Background: an optimization exercise with open tools, aiming at small area and a short achievable clock period. Do not read the settings as production practice. Where RTL was checked, it was by simulation tests only, not by an equivalence proof against the original. Power and IR drop assume default switching activity.

## oak
// datapath
module datapath(datapath_in, vsel, writenum, write, readnum, clk, loada, loadb, shift, asel, bsel, ALUop, loadc, loads, datapath_out, Z_out);
  input write, clk, loada, loadb, vsel, asel, bsel, loadc, loads;
  input [1:0] shift, ALUop;
  input [2:0] writenum, readnum;
  input [15:0] datapath_in;
  output [15:0] datapath_out;
  output Z_out;
  reg [15:0] R0, R1, R2, R3, R4, R5, R6, R7;
  reg [15:0] A, B, C;
  reg S;
  wire [15:0] wdata = vsel ? datapath_in : C;
  always @(posedge clk) begin
    if (write && writenum == 3'd0) R0 <= wdata;
    if (write && writenum == 3'd1) R1 <= wdata;
    if (write && writenum == 3'd2) R2 <= wdata;
    if (write && writenum == 3'd3) R3 <= wdata;
    if (write && writenum == 3'd4) R4 <= wdata;
    if (write && writenum == 3'd5) R5 <= wdata;
    if (write && writenum == 3'd6) R6 <= wdata;
    if (write && writenum == 3'd7) R7 <= wdata;
  end
  wire [7:0] rsel = 8'b1 << readnum;
  wire [15:0] rdata;
  genvar i;
  generate
    for (i = 0; i < 16; i = i + 1) begin : rd
      read_bit u(.r({R7[i], R6[i], R5[i], R4[i], R3[i], R2[i], R1[i], R0[i]}), .s(rsel), .q(rdata[i]));
    end
  endgenerate
  always @(posedge clk) begin
    if (loada) A <= rdata;
    if (loadb) B <= rdata;
  end
  wire [15:0] c_next;
  wire s_next;
  alu16 u_alu(.a(A), .b(B), .imm(datapath_in[4:0]), .asel(asel), .bsel(bsel), .shift(shift),
              .op(ALUop), .loadc(loadc), .loads(loads), .c_q(C), .s_q(S),
              .d_c(c_next), .d_s(s_next));
  always @(posedge clk) begin
    C <= c_next;
    S <= s_next;
  end
  assign datapath_out = C;
  assign Z_out = S;
endmodule
==> flow/config.mk <==
export PLATFORM = sky130hd
export DESIGN_NAME = datapath
export DESIGN_NICKNAME = datapath
export VERILOG_FILES = /design/flow/design.v
export SDC_FILE = /design/flow/constraint.sdc
export NUM_CORES = 4
export LEC_CHECK = 0
export CAP_MARGIN = 20
export CORE_MARGIN = 2
export CORE_UTILIZATION = 65
export SETUP_SLACK_MARGIN = 2.3
export SLEW_MARGIN = 20
export SYNTH_HIERARCHICAL = 1
export SYNTH_MINIMUM_KEEP_SIZE = 0
==> flow/constraint.sdc <==
create_clock -name core_clock -period 5.0 [get_ports {clk}]
set_input_delay 1.0000 -clock core_clock [delete_from_list [all_inputs] [get_ports {clk}]]
set_output_delay 1.0000 -clock core_clock [all_outputs]
set_load 0.01 [all_outputs]
standard.sh (not shown) runs the stock make flow with config.mk's settings and CLKGATE_MAP_FILE= SYNTH_SCRIPT=/design/flow/synth_recipe.tcl, a recipe that flattens the netlist after the stock synthesis.
==> flow/flow/run.sh <==
#!/bin/bash
# Layout flow: the standard flow (standard.sh, unchanged synthesis) with
# smaller port buffers, smaller clock buffers and no dummy clock loads. Each tool's full output
# stays in orfs/logs/; make's own output goes to flow_make.log here.
set -euo pipefail
bash standard.sh \
  "BUFFER_PORTS_ARGS=-buffer_cell sky130_fd_sc_hd__buf_1" \
  "CTS_ARGS=-sink_clustering_enable -repair_clock_nets -dont_use_dummy_load -buf_list sky130_fd_sc_hd__clkbuf_8" \
  finish > flow_make.log 2>&1
oak: full flow OK, the timing, design-rule and antenna checks passed
Changes in pine relative to oak:
--- a/flow/flow/run.sh
+++ b/flow/flow/run.sh
@@ -6,3 +6,3 @@
 bash standard.sh \
-  "BUFFER_PORTS_ARGS=-buffer_cell sky130_fd_sc_hd__buf_1" \
+  "BUFFER_PORTS_ARGS=-buffer_cell sky130_fd_sc_hd__buf_2" \
   "CTS_ARGS=-sink_clustering_enable -repair_clock_nets -dont_use_dummy_load -buf_list sky130_fd_sc_hd__clkbuf_8" \
Findings:
Summary of pine over oak: synthesis-to-layout area growth went up, routed wire length went up, total cell area at the placement stage saw an increase, final critical-path required period was more or less identical, count of input and output buffers held steady. pine against oak: proportion of power drawn by flip-flops and latches went down; logic gate share of total power went up; maximum frequency did not really move. pine -> oak: residual DRC count delta 0, exact match. Diff oak -> pine: final core utilization moved up; total power moved up.
Function was not checked in any run of this note: the RTL went through the layout flow alone.

* * *

Setup of lane 1:
datapath, a different RTL version from the one above (not shown whole).
Size in the first run: roughly 630 cells after synthesis, roughly 180 flip-flops.
Settings: LEC_CHECK=0, CAP_MARGIN=20, CORE_MARGIN=2, CORE_UTILIZATION=65, SETUP_SLACK_MARGIN=2.6, SLEW_MARGIN=20, SYNTH_HIERARCHICAL=1, SYNTH_MINIMUM_KEEP_SIZE=0; clock period 5.0 ns.
==> flow/flow/run.sh <==
#!/bin/bash
# Layout flow: the standard flow (standard.sh, unchanged synthesis) with
# smaller port buffers, smaller clock buffers and no dummy clock loads. Each tool's full output
# stays in orfs/logs/; make's own output goes to flow_make.log here.
set -euo pipefail
bash standard.sh \
  "BUFFER_PORTS_ARGS=-buffer_cell sky130_fd_sc_hd__buf_2" \
  "CTS_ARGS=-sink_clustering_enable -repair_clock_nets -dont_use_dummy_load -buf_list sky130_fd_sc_hd__clkbuf_8" \
  finish > flow_make.log 2>&1
The final layout from lane 1, which completed every stage, passed the timing, design-rule and antenna checks at the end of the flow.
--- input diff lane 1..lane 2 ---
# lane 1
export LEC_CHECK = 0
export CAP_MARGIN = 20
export CORE_MARGIN = 2
export CORE_UTILIZATION = 65
export SETUP_SLACK_MARGIN = 2.6
export SLEW_MARGIN = 20
export SYNTH_HIERARCHICAL = 1
export SYNTH_MINIMUM_KEEP_SIZE = 0
create_clock -name core_clock -period 5.0 [get_ports {clk}]
# lane 2
export LEC_CHECK = 0
export CAP_MARGIN = 20
export CORE_MARGIN = 2
export CORE_UTILIZATION = 75
export SETUP_SLACK_MARGIN = 2.3
export SLEW_MARGIN = 20
export SYNTH_HIERARCHICAL = 1
export SYNTH_MINIMUM_KEEP_SIZE = 0
create_clock -name core_clock -period 5.0 [get_ports {clk}]
Findings:
Final routed wire length divided by cell count came out higher on lane 2 than on lane 1. Taking lane 2 as 1.0, lane 1 lands at 1.2 on number of well taps. Comparing lane 1 and lane 2, finished layout cell area is lower on lane 2. Lane 2: hold slack 0.032 ns above lane 1. Against lane 1, lane 2 comes in 7.5 points lower on layout overhead on the synthesized area. In the reports for lane 1 and lane 2, the smaller number of nets in the layout belongs to lane 2. Compare lane 1 and lane 2 | worst path setup slack after routing lower: lane 2. Compared with lane 1, lane 2 shows a lower share of total power in combinational logic. Overall routed net length was lower in the run labelled lane 1. On lane 2: peak supply drop is 14% higher than what lane 1 gave. As of lane 2, overall power had fallen slightly compared to lane 1.
For lane 3, these inputs were changed with respect to lane 2:
# lane 2
export LEC_CHECK = 0
export CAP_MARGIN = 20
export CORE_MARGIN = 2
export CORE_UTILIZATION = 75
export SETUP_SLACK_MARGIN = 2.3
export SLEW_MARGIN = 20
export SYNTH_HIERARCHICAL = 1
export SYNTH_MINIMUM_KEEP_SIZE = 0
create_clock -name core_clock -period 5.0 [get_ports {clk}]
# lane 3
export LEC_CHECK = 0
export CAP_MARGIN = 20
export CORE_MARGIN = 2
export CORE_UTILIZATION = 65
export SETUP_SLACK_MARGIN = 2.3
export SLEW_MARGIN = 20
export SYNTH_HIERARCHICAL = 1
export SYNTH_MINIMUM_KEEP_SIZE = 0
create_clock -name core_clock -period 5.0 [get_ports {clk}]
==> comparison <==
- Lane 2 has higher global-route usage than lane 3.
- Relative to lane 2, the cell count measured on lane 3 has increased by a few percent.
- Relative to lane 2, clock power has gone down in lane 3.
- Lane 3 against lane 2: post-route core utilization has decreased; summed area of non-filler cells in the final layout picked up an extra 0.36%; total vias in the final route has decreased.
- Compared with lane 2, in lane 3 buffer count excluding the clock tree in the final layout saw an increase, vertical die dimension saw an increase.
Changes in lane 4 relative to lane 3:
# lane 3
export LEC_CHECK = 0
export CAP_MARGIN = 20
export CORE_MARGIN = 2
export CORE_UTILIZATION = 65
export SETUP_SLACK_MARGIN = 2.3
export SLEW_MARGIN = 20
export SYNTH_HIERARCHICAL = 1
export SYNTH_MINIMUM_KEEP_SIZE = 0
create_clock -name core_clock -period 5.0 [get_ports {clk}]
# lane 4
export LEC_CHECK = 0
export CAP_MARGIN = 20
export CORE_MARGIN = 2
export CORE_UTILIZATION = 65
export SETUP_SLACK_MARGIN = 2.45
export SLEW_MARGIN = 20
export SYNTH_HIERARCHICAL = 1
export SYNTH_MINIMUM_KEEP_SIZE = 0
create_clock -name core_clock -period 5.0 [get_ports {clk}]
diff --git a/flow/flow/run.sh b/flow/flow/run.sh
--- a/flow/flow/run.sh
+++ b/flow/flow/run.sh
@@ -5,5 +5,5 @@
 set -euo pipefail
 bash standard.sh \
-  "BUFFER_PORTS_ARGS=-buffer_cell sky130_fd_sc_hd__buf_2" \
+  "BUFFER_PORTS_ARGS=-buffer_cell sky130_fd_sc_hd__buf_1" \
   "CTS_ARGS=-sink_clustering_enable -repair_clock_nets -dont_use_dummy_load -buf_list sky130_fd_sc_hd__clkbuf_8" \
   finish > flow_make.log 2>&1
Notes after the runs:
- Per the comparison of lane 4 with lane 3, sum of routed wire segments on met1 went up, design area went up, synthesis-to-finish area growth went up, post-route fraction of the period consumed by the critical path went down.
- Power: lane 4 draws more than lane 3
- Global-route wire length before repair ended up 0.99% higher on lane 4 than on lane 3.

[port drivers added, routing unchanged]
How much do the figures lean on ideal ports? The routed layouts below were timed once more, with nothing changed but the port constraints. Step 1 assumes that a clkbuf_16 drives the clock port and a buf_2 every other input. Step 2 also shifts input and output timing later by t, the mid clock arrival at the registers, as if the neighbouring blocks saw the same clock. Three values: no drivers, after step 1, after step 2; two values: the first two.
run	t, ns	setup slack, ns	latest minus earliest clock arrival (ns)	worst slew at a driven data input, ns
oak	0.466	2.332 / 2.344 / 1.878	0.049 / 0.048	0.05
pine	0.467	2.330 / 2.344 / 1.877	0.024 / 0.024	0.05
lane 1	0.471	2.484 / 2.471 / 2.000	0.047 / 0.046	0.08
lane 2	0.481	2.127 / 2.143 / 1.663	0.033 / 0.033	0.04
lane 3	0.467	2.326 / 2.311 / 1.845	0.031 / 0.031	0.07
lane 4	0.477	2.449 / 2.396 / 1.919	0.032 / 0.032	0.13
After both steps every run listed still meets setup and hold. The setup slack of lane 4, which loses most, moves by -0.053 ns with the drivers and by -0.530 ns with both steps.
